This is an optimization exercise on Yosys and OpenROAD, whose aim is small area, a short achievable clock period and few clock cycles per item, not a production implementation.
Function was checked by simulation only, so behaviour that the tests miss may differ from the original.
Power is estimated from default activity; no workload was simulated.

run A:
Design task3, start of the top module:
module task3 (
    input  wire        clk,
    input  wire        rst,
    input  wire [2:0]  opcode,
    input  wire [7:0]  in2,
    input  wire [7:0]  in1,
    input  wire [7:0]  in0,
    output wire [23:0] result,
    output wire        done
);
    wire [7:0] a = in2, b = in1, c = in0;
    reg  [23:0] S, C;         
    reg  [7:0]  ar, yr;       
    reg  [10:0] xr;           
    reg  [1:0]  ph;           
    wire acc = (ph == 2'd0);
    assign done   = acc;
    wire [23:0] P = S + C;
    assign result = P;
    wire is0 = opcode == 3'd0, is1 = opcode == 3'd1, is2 = opcode == 3'd2, is3 = opcode == 3'd3;
    wire is4 = opcode == 3'd4, is5 = opcode == 3'd5, is6 = opcode == 3'd6, is7 = opcode == 3'd7;
    wire [23:0] bz = {16'd0, b};
    wire [23:0] cz = {16'd0, c};
    wire [23:0] bs = {{16{b[7]}}, b};
    wire [23:0] cs = {{16{c[7]}}, c};
    wire [23:0] shr = $signed(cs) >>> b;
    wire [1:0]  s7 = {1'b0, a[7]} + {1'b0, b[7]} + {1'b0, c[7]};
    reg [15:0] X;
    reg [7:0]  Y;
    reg [23:0] F1, F2;
    reg        k1, k13;
    always @(*) begin
        X = 16'd0; Y = 8'd0; F1 = 24'd0; F2 = 24'd0; k1 = 1'b0; k13 = 1'b0;
        case (ph)
            2'd0: begin
                if (is0) begin F1 = bz;  F2 = cz; end
                if (is1) begin F1 = ~bz; F2 = cz; k1 = 1'b1; end
                if (is2) begin X = cs[15:0]; Y = b; F2 = {17'd0, b[7], 6'd0}; end
                if (is3) F1 = shr;
                if (is4) begin X = bs[15:0]; Y = b; F2 = {17'd0, b[7], 6'd0}; end
                if (is5) begin X = cs[15:0]; Y = c; F2 = {17'd0, c[7], 6'd0}; end
                if (is6) begin X = {{8{a[7]}}, a}; Y = 8'd1; F1 = bs; F2 = cs; end
                if (is7) begin X = ~{bs[13:0], 2'b00}; Y = b; F1 = {bs[21:0], 2'b00};
                               F2 = {16'd0, s7, 6'd0}; k13 = 1'b1; end
            end
            2'd1: begin X = P[15:0]; Y = yr; F2 = {17'd0, yr[7], 6'd0}; end
            default: begin X = {{5{xr[10]}}, xr}; Y = yr; F1 = S; F2 = C; end
        endcase
    end
    wire [16:0] xe = {X[15], X};
    wire [8:0]  yb = {Y, 1'b0};
    wire [16:0] v0, v1, v2, v3;
    wire [3:0]  ng;
    genvar j;
    generate for (j = 0; j < 4; j = j + 1) begin : bth
        wire y2 = yb[2*j+2], y1 = yb[2*j+1], y0 = yb[2*j];
        wire one = y1 ^ y0;
        wire two = (y2 & ~y1 & ~y0) | (~y2 & y1 & y0);
  ...
clock: 11.0 ns
lec_check: 0
abc_area: 1
cap_margin: 20
core_margin: 2
core_utilization: 40
setup_slack_margin: 5
slew_margin: 20
tns_end_percent: 5
standard.sh (not shown) runs the stock make flow with config.mk's settings and CLKGATE_MAP_FILE= SYNTH_SCRIPT=/design/flow/synth_recipe.tcl, a recipe that flattens the netlist after the stock synthesis.
==> flow/flow/run.sh <==
#!/bin/bash
# Standard layout with port buffers of a faster cell and the timing repair
# aimed at a tighter setup margin. The make output goes to standard.log;
# each ORFS step's full log stays under orfs/logs.
set -o pipefail
bash standard.sh "BUFFER_PORTS_ARGS=-buffer_cell sky130_fd_sc_hd__buf_4" SETUP_SLACK_MARGIN=5 TNS_END_PERCENT=5 finish > standard.log 2>&1
Run A: full flow OK, the timing, design-rule and antenna checks passed
Testbench counts of run A, summed over its fixed seeds: cycles 219,878, ops 160,000.
Relative to run A, the following input files were edited for run B:
# run A
export LEC_CHECK = 0
export ABC_AREA = 1
export CAP_MARGIN = 20
export CORE_MARGIN = 2
export CORE_UTILIZATION = 40
export SETUP_SLACK_MARGIN = 5
export SLEW_MARGIN = 20
export TNS_END_PERCENT = 5
create_clock -name core_clock -period 11.0 [get_ports {clk}]
# run B
export LEC_CHECK = 0
export ABC_AREA = 1
export CAP_MARGIN = 20
export CORE_MARGIN = 2
export CORE_UTILIZATION = 40
export SETUP_SLACK_MARGIN = 5
export SLEW_MARGIN = 20
export TNS_END_PERCENT = 100
create_clock -name core_clock -period 11.0 [get_ports {clk}]
==> flow/flow/run.sh <==
#!/bin/bash
# Standard layout with port buffers of a faster cell and the timing repair
# aimed at a tighter setup margin. The make output goes to standard.log;
# each ORFS step's full log stays under orfs/logs.
set -o pipefail
bash standard.sh "BUFFER_PORTS_ARGS=-buffer_cell sky130_fd_sc_hd__buf_1" SETUP_SLACK_MARGIN=5.5 TNS_END_PERCENT=100 finish > standard.log 2>&1
==> comparison <==
Relative to run A, power per standard cell area has gone down in run B.
Higher critical path depth in cells among run B and run A: run A
Comparing the two runs side by side, run B comes out behind run A on routed wire length.
Run B: fraction of layout cells with a size suffix above 1 is 3.6 points higher than what run A reported.
Setup slack improves in run B relative to run A.
Global-route wire length before repair of run B exceeds that of run A by a few percent.
> inputs changed (run B -> run C)
# run B
export LEC_CHECK = 0
export ABC_AREA = 1
export CAP_MARGIN = 20
export CORE_MARGIN = 2
export CORE_UTILIZATION = 40
export SETUP_SLACK_MARGIN = 5
export SLEW_MARGIN = 20
export TNS_END_PERCENT = 100
create_clock -name core_clock -period 11.0 [get_ports {clk}]
# run C
export LEC_CHECK = 0
export ABC_AREA = 1
export CAP_MARGIN = 20
export CORE_MARGIN = 2
export CORE_UTILIZATION = 40
export SETUP_SLACK_MARGIN = 5
export SLEW_MARGIN = 20
export TNS_END_PERCENT = 30
create_clock -name core_clock -period 11.0 [get_ports {clk}]
==> flow/flow/run.sh <==
#!/bin/bash
# Standard layout with port buffers of a faster cell and the timing repair
# aimed at a tighter setup margin. The make output goes to standard.log;
# each ORFS step's full log stays under orfs/logs.
set -o pipefail
bash standard.sh "BUFFER_PORTS_ARGS=-buffer_cell sky130_fd_sc_hd__buf_4" SETUP_SLACK_MARGIN=5 TNS_END_PERCENT=30 finish > standard.log 2>&1
Results
Compared with run B, in run C via count of the first global-routing pass shrank by 1.2%; final area decreased by about 4.7% relative to the old numbers; amount of wire on met2 after detailed routing -740 µm; pin count of the biggest net entering global routing went up.
Relative to run C, the following input files were edited for run D:
# run C
export LEC_CHECK = 0
export ABC_AREA = 1
export CAP_MARGIN = 20
export CORE_MARGIN = 2
export CORE_UTILIZATION = 40
export SETUP_SLACK_MARGIN = 5
export SLEW_MARGIN = 20
export TNS_END_PERCENT = 30
create_clock -name core_clock -period 11.0 [get_ports {clk}]
# run D
export LEC_CHECK = 0
export ABC_AREA = 1
export CAP_MARGIN = 20
export CORE_MARGIN = 2
export CORE_UTILIZATION = 40
export SETUP_SLACK_MARGIN = 5
export SLEW_MARGIN = 20
export TNS_END_PERCENT = 100
create_clock -name core_clock -period 11.0 [get_ports {clk}]
==> flow/flow/run.sh <==
#!/bin/bash
# Standard layout with port buffers of a faster cell and the timing repair
# aimed at a tighter setup margin. The make output goes to standard.log;
# each ORFS step's full log stays under orfs/logs.
set -o pipefail
bash standard.sh "BUFFER_PORTS_ARGS=-buffer_cell sky130_fd_sc_hd__buf_4" SETUP_SLACK_MARGIN=4.5 TNS_END_PERCENT=100 finish > standard.log 2>&1
[summary]
- Run D ends up with higher detail-routed net length per standard cell than run C does.
- Compared to run C, run D has core utilization 0.49 points lower.
- Changes observed in run D relative to run C: number of gates on the worst path with buffers counted increased by 1 relative to the old numbers, final cycle utilization of the critical path increased by 2.7 points relative to the old numbers, non-clock buffer count decreased by 10 relative to the old numbers.
- Changes observed in run D relative to run C: wire length fell 0.32%; power consumption decreased about 0.46%; cell internal power dissipation went down.
- Looking at timing-limited maximum frequency across both flows, run D is the weaker of the two, with run C ahead.
- The number of multi-input combinational cells of run C and that of run D are within noise of each other.
- Worst path setup slack after routing, run C and run D: larger value in run C

static timing again, ports no longer ideal:
The results above use ideal ports. As a check the final layouts listed here were re-extracted and re-timed, cells and wires unchanged. Step 1 assumes that a clkbuf_16 drives the clock port and a buf_2 every other input. Step 2, shift: input delay + t, output delay - t, t = (earliest + latest rising clock arrival at the registers) / 2. This alone moves slack from input paths to output paths. a / b / c = no drivers / after step 1 / after step 2; a / b = the first two.
run | shift t [ns] | slack for setup (ns) | worst setup path at the end
run A | 0.394 | 5.177 / 5.201 / 4.807 | input to register
run B | 0.390 | 5.556 / 5.581 / 5.191 | input to register
run C | 0.395 | 5.223 / 5.247 / 4.852 | input to register
run D | 0.395 | 4.926 / 4.943 / 4.549 | input to register
After both steps setup and hold are still met in every run listed. The setup slack of run D, which loses most, moves by +0.017 ns with the drivers and by -0.377 ns with both steps.
